Context: an optimization exercise on an open-source flow, tuned for small area, a short achievable clock period and few clock cycles per item. The choices shown serve that exercise and are no tape-out recipe.
No activity file was given, so power comes from the tool's default toggle rates.

== tundra ==
==> flow/design.v (excerpt) <==
module fsm_Hand(clk,rst,start,ready,result,write1,write2,SVMin,datain);
Settings: LEC_CHECK=0, CAP_MARGIN=20, CORE_MARGIN=2, CORE_UTILIZATION=65, CTS_CLUSTER_DIAMETER=60, CTS_CLUSTER_SIZE=30, SETUP_SLACK_MARGIN=4.55, SLEW_MARGIN=20; clock period 7.0 ns.
run.sh (not shown) runs the stock make flow with config.mk's settings and CLKGATE_MAP_FILE= SYNTH_SCRIPT=/design/flow/synth_recipe.tcl, a recipe that flattens the netlist after the stock synthesis.
tundra finished every stage and its layout cleared the timing, design-rule and antenna checks.
Setup changes, tundra to lagoon
--- a/flow/design.v
+++ b/flow/design.v
@@ -88,54 +88,55 @@
         if (xbeat && k == i) xv[i] <= datain;
     if (st == IDLE) begin
         negs <= 4'd0; kgt <= 9'd0;
     end else if (xbeat) begin
         negs <= negs + {3'd0, ds}; kgt <= {kgt[7:0], 1'b1};
     end
 end
 reg [8:0]  Wq;
 reg [8:0]  enR;
-reg        enN, ldN, den;
+reg        enN, ldN, den, rot;
 reg [9:0]  rtail;
 reg        sp, sd, sn;          
 reg        dq1, dq4;            
 reg        first, lastL;
 always @(posedge clk) begin : ctl
     integer i;
     Wq  <= SVMin;
     for (i = 0; i <= 8; i = i + 1)
         enR[i] <= wbeat & (((row == i) & (col >= i + 2)) | ((row >= i + 2) & (col == i)));
     enN <= wbeat & (col == row + 4'd1);
     ldN <= wbeat & (col + 4'd1 == row);
     den <= (wbeat & (col == row)) | xbeat;
+    rot <= col < row;
     sp  <= xbeat & (k != 4'd0) & dm1;
     sd  <= xbeat & (k != 4'd0) & dm2;
     sn  <= xbeat & (k != 4'd0) & ds;
     dq1 <= xbeat & dm1;
     dq4 <= xbeat & dm2;
     first <= xbeat & (k == 4'd0);
     lastL <= xbeat & (k == 4'd10);
     fin   <= lastL;
 end
 wire [9:0] tail [0:8];
 wire [9:0] ntail, npre, nhead;
 wire [8:0] dtail;
 reg [9:0] rnext;
 always @* begin : rsel_mux
     integer i;
     rnext = (col + 4'd1 == row) ? nhead : 10'd0;
     for (i = 0; i <= 8; i = i + 1)
-        rnext = rnext | ({10{col == i && col + 4'd1 < row}} & tail[i]);
+        rnext = rnext | ({10{col == i && col + 4'd1 != row}} & tail[i]);
 end
 always @(posedge clk)
     rtail <= rnext;
 wire [9:0] Wx = {Wq[8], Wq};
-wire [9:0] hin = rtail + Wx;
+wire [9:0] hin = rot ? (rtail + Wx) : Wx;
 genvar g;
 generate
     for (g = 0; g <= 8; g = g + 1) begin : row_q
         svmstorage #(.W(10), .DEPTH(9 - g)) q (.clk(clk), .en(enR[g] | (xbeat & kgt[g])), .ld(1'b0),
                                                .din(hin), .head(), .tail(tail[g]), .pre());
     end
 endgenerate
 svmstorage #(.W(10), .DEPTH(10)) nq (.clk(clk), .en(enN | (xbeat & (k != 4'd0))), .ld(ldN),
                                      .din(hin), .head(nhead), .tail(ntail), .pre(npre));
@@ -144,66 +145,52 @@
 function [31:0] csa;            
     input [15:0] a, b, c;
     begin
         csa[15:0]  = a ^ b ^ c;
         csa[31:16] = {((a & b) | (a & c) | (b & c)), 1'b0};
     end
 endfunction
 wire [11:0] u [0:9];
 wire [15:0] z [0:9];
-reg [8:0] tp, td, tn;
-always @(posedge clk) begin : tc
-    integer i;
-    reg [1:0] xn;
-    reg       an;
-    for (i = 0; i <= 8; i = i + 1) begin
-        xn = (xbeat && k == i) ? datain : xv[i];
-        an = (st != IDLE) & (kgt[i] | (xbeat & (k == i)));
-        tp[i] <= an & xn[0];
-        td[i] <= an & xn[1] & ~xn[0];
-        tn[i] <= an & xn[1];
-    end
-end
 generate
     for (g = 0; g <= 8; g = g + 1) begin : term
-        testDataModule t (.pass(tp[g]), .dbl(td[g]), .ng(tn[g]),
+        wire act = kgt[g];
+        testDataModule t (.pass(act & xv[g][0]), .dbl(act & xv[g][1] & ~xv[g][0]), .ng(act & xv[g][1]),
                           .v({tail[g][9], tail[g]}), .u(u[g]));
         assign z[g] = {4'd0, u[g]};
     end
 endgenerate
 wire [31:0] l1a = csa(z[0], z[1], z[2]);
 wire [31:0] l1b = csa(z[3], z[4], z[5]);
 wire [31:0] l1c = csa(z[6], z[7], z[8]);
 wire [31:0] l2a = csa(l1a[15:0], l1a[31:16], l1b[15:0]);
 wire [31:0] l2b = csa(l1b[31:16], l1c[15:0], l1c[31:16]);
 reg  [15:0] F [0:3];
-reg         vB;                 
-always @(posedge clk) begin
-    F[0] <= l2a[15:0]; F[1] <= l2a[31:16];
-    F[2] <= l2b[15:0]; F[3] <= l2b[31:16];
-    vB   <= xbeat;
-end
+always @(posedge clk)
+    if (xbeat) begin
+        F[0] <= l2a[15:0]; F[1] <= l2a[31:16];
+        F[2] <= l2b[15:0]; F[3] <= l2b[31:16];
+    end
 wire [9:0] nnext = (k == 4'd0) ? ntail : npre;
 reg  [11:0] ul;
 testDataModule tl (.pass(dm1), .dbl(dm2), .ng(ds), .v({nnext[9], nnext}), .u(u[9]));
 always @(posedge clk)
-    ul <= u[9];
+    if (xbeat) ul <= u[9];
 assign z[9] = {4'd0, ul};
 wire [15:0] zc = {12'hB00, negs};
 wire [31:0] m1a = csa(F[0], F[1], F[2]);
 wire [31:0] m1b = csa(F[3], z[9], zc);
 wire [31:0] m2  = csa(m1a[15:0], m1a[31:16], m1b[15:0]);
 wire [31:0] m3  = csa(m2[15:0], m2[31:16], m1b[31:16]);
 reg  [15:0] E0, E1;
-always @(posedge clk)
-    if (vB) begin
-        E0 <= m3[15:0]; E1 <= m3[31:16];
-    end
+always @(posedge clk) begin
+    E0 <= m3[15:0]; E1 <= m3[31:16];
+end
 wire [15:0] g0 = ({16{sp}} & E0) | ({16{sd}} & {E0[14:0], 1'b0});
 wire [15:0] g1 = ({16{sp}} & E1) | ({16{sd}} & {E1[14:0], 1'b0});
 wire [15:0] o0 = g0 ^ {16{sn}};
 wire [15:0] o1 = g1 ^ {16{sn}};
 wire [15:0] dx = {{7{dtail[8]}}, dtail};
 wire [15:0] dterm = ({16{dq1}} & dx) | ({16{dq4}} & {dx[13:0], 2'b00});
 reg  [15:0] Ss, Sc;
 wire [15:0] s0 = first ? 16'd255 : Ss;
 wire [15:0] c0 = first ? 16'd0   : Sc;
## What came out
Compared with tundra, lagoon is more frugal on power.
Global routing met2 resource utilization: lagoon vs tundra up 7.7 points
lagoon vs tundra: wire length reported by the detailed router up by more than 10%
In the metrics for tundra and lagoon, the one carrying the higher maximum vdd drop is lagoon.
On clock network fraction of design power, the higher figure sits with tundra, not lagoon.
Compared with tundra, lagoon shows a lower sequential cell count.
In the metrics for tundra and lagoon, the one carrying the lower via count is tundra.
Compared with tundra, total non-filler cell area in the finished layout in lagoon increased by a few percent.
No functional check of the RTL was part of any run of this note.

-- what the ideal ports hide --
In the flow no input, the clock included, has a driving cell. The finished layouts below were timed again as built, in two steps. Step 1 sets driving cells, clkbuf_16 on the clock port and buf_2 on the other inputs (assumed; they add their load-dependent delay and slew). Step 2, shift: input delay + t, output delay - t, t = (earliest + latest rising clock arrival at the registers) / 2. This alone moves slack from input paths to output paths. Slacks: no drivers / after step 1 / after step 2; pairs: no drivers / after step 1.
| run | t (ns) | slack for setup (ns) | hold slack, ns | worst setup path after step 2 | slew at the worst register clock pin (ns) |
|---|---|---|---|---|---|
| tundra | 0.667 | 4.436 / 4.376 / 3.946 | 0.333 / 0.333 / 0.333 | input to register | 0.11 / 0.11 |
| lagoon | 0.667 | 4.461 / 4.398 / 3.927 | 0.336 / 0.336 / 0.336 | input to register | 0.12 / 0.12 |
After both steps every run listed still meets setup and hold. The setup slack of lagoon, which loses most, moves by -0.063 ns with the drivers and by -0.534 ns with both steps.
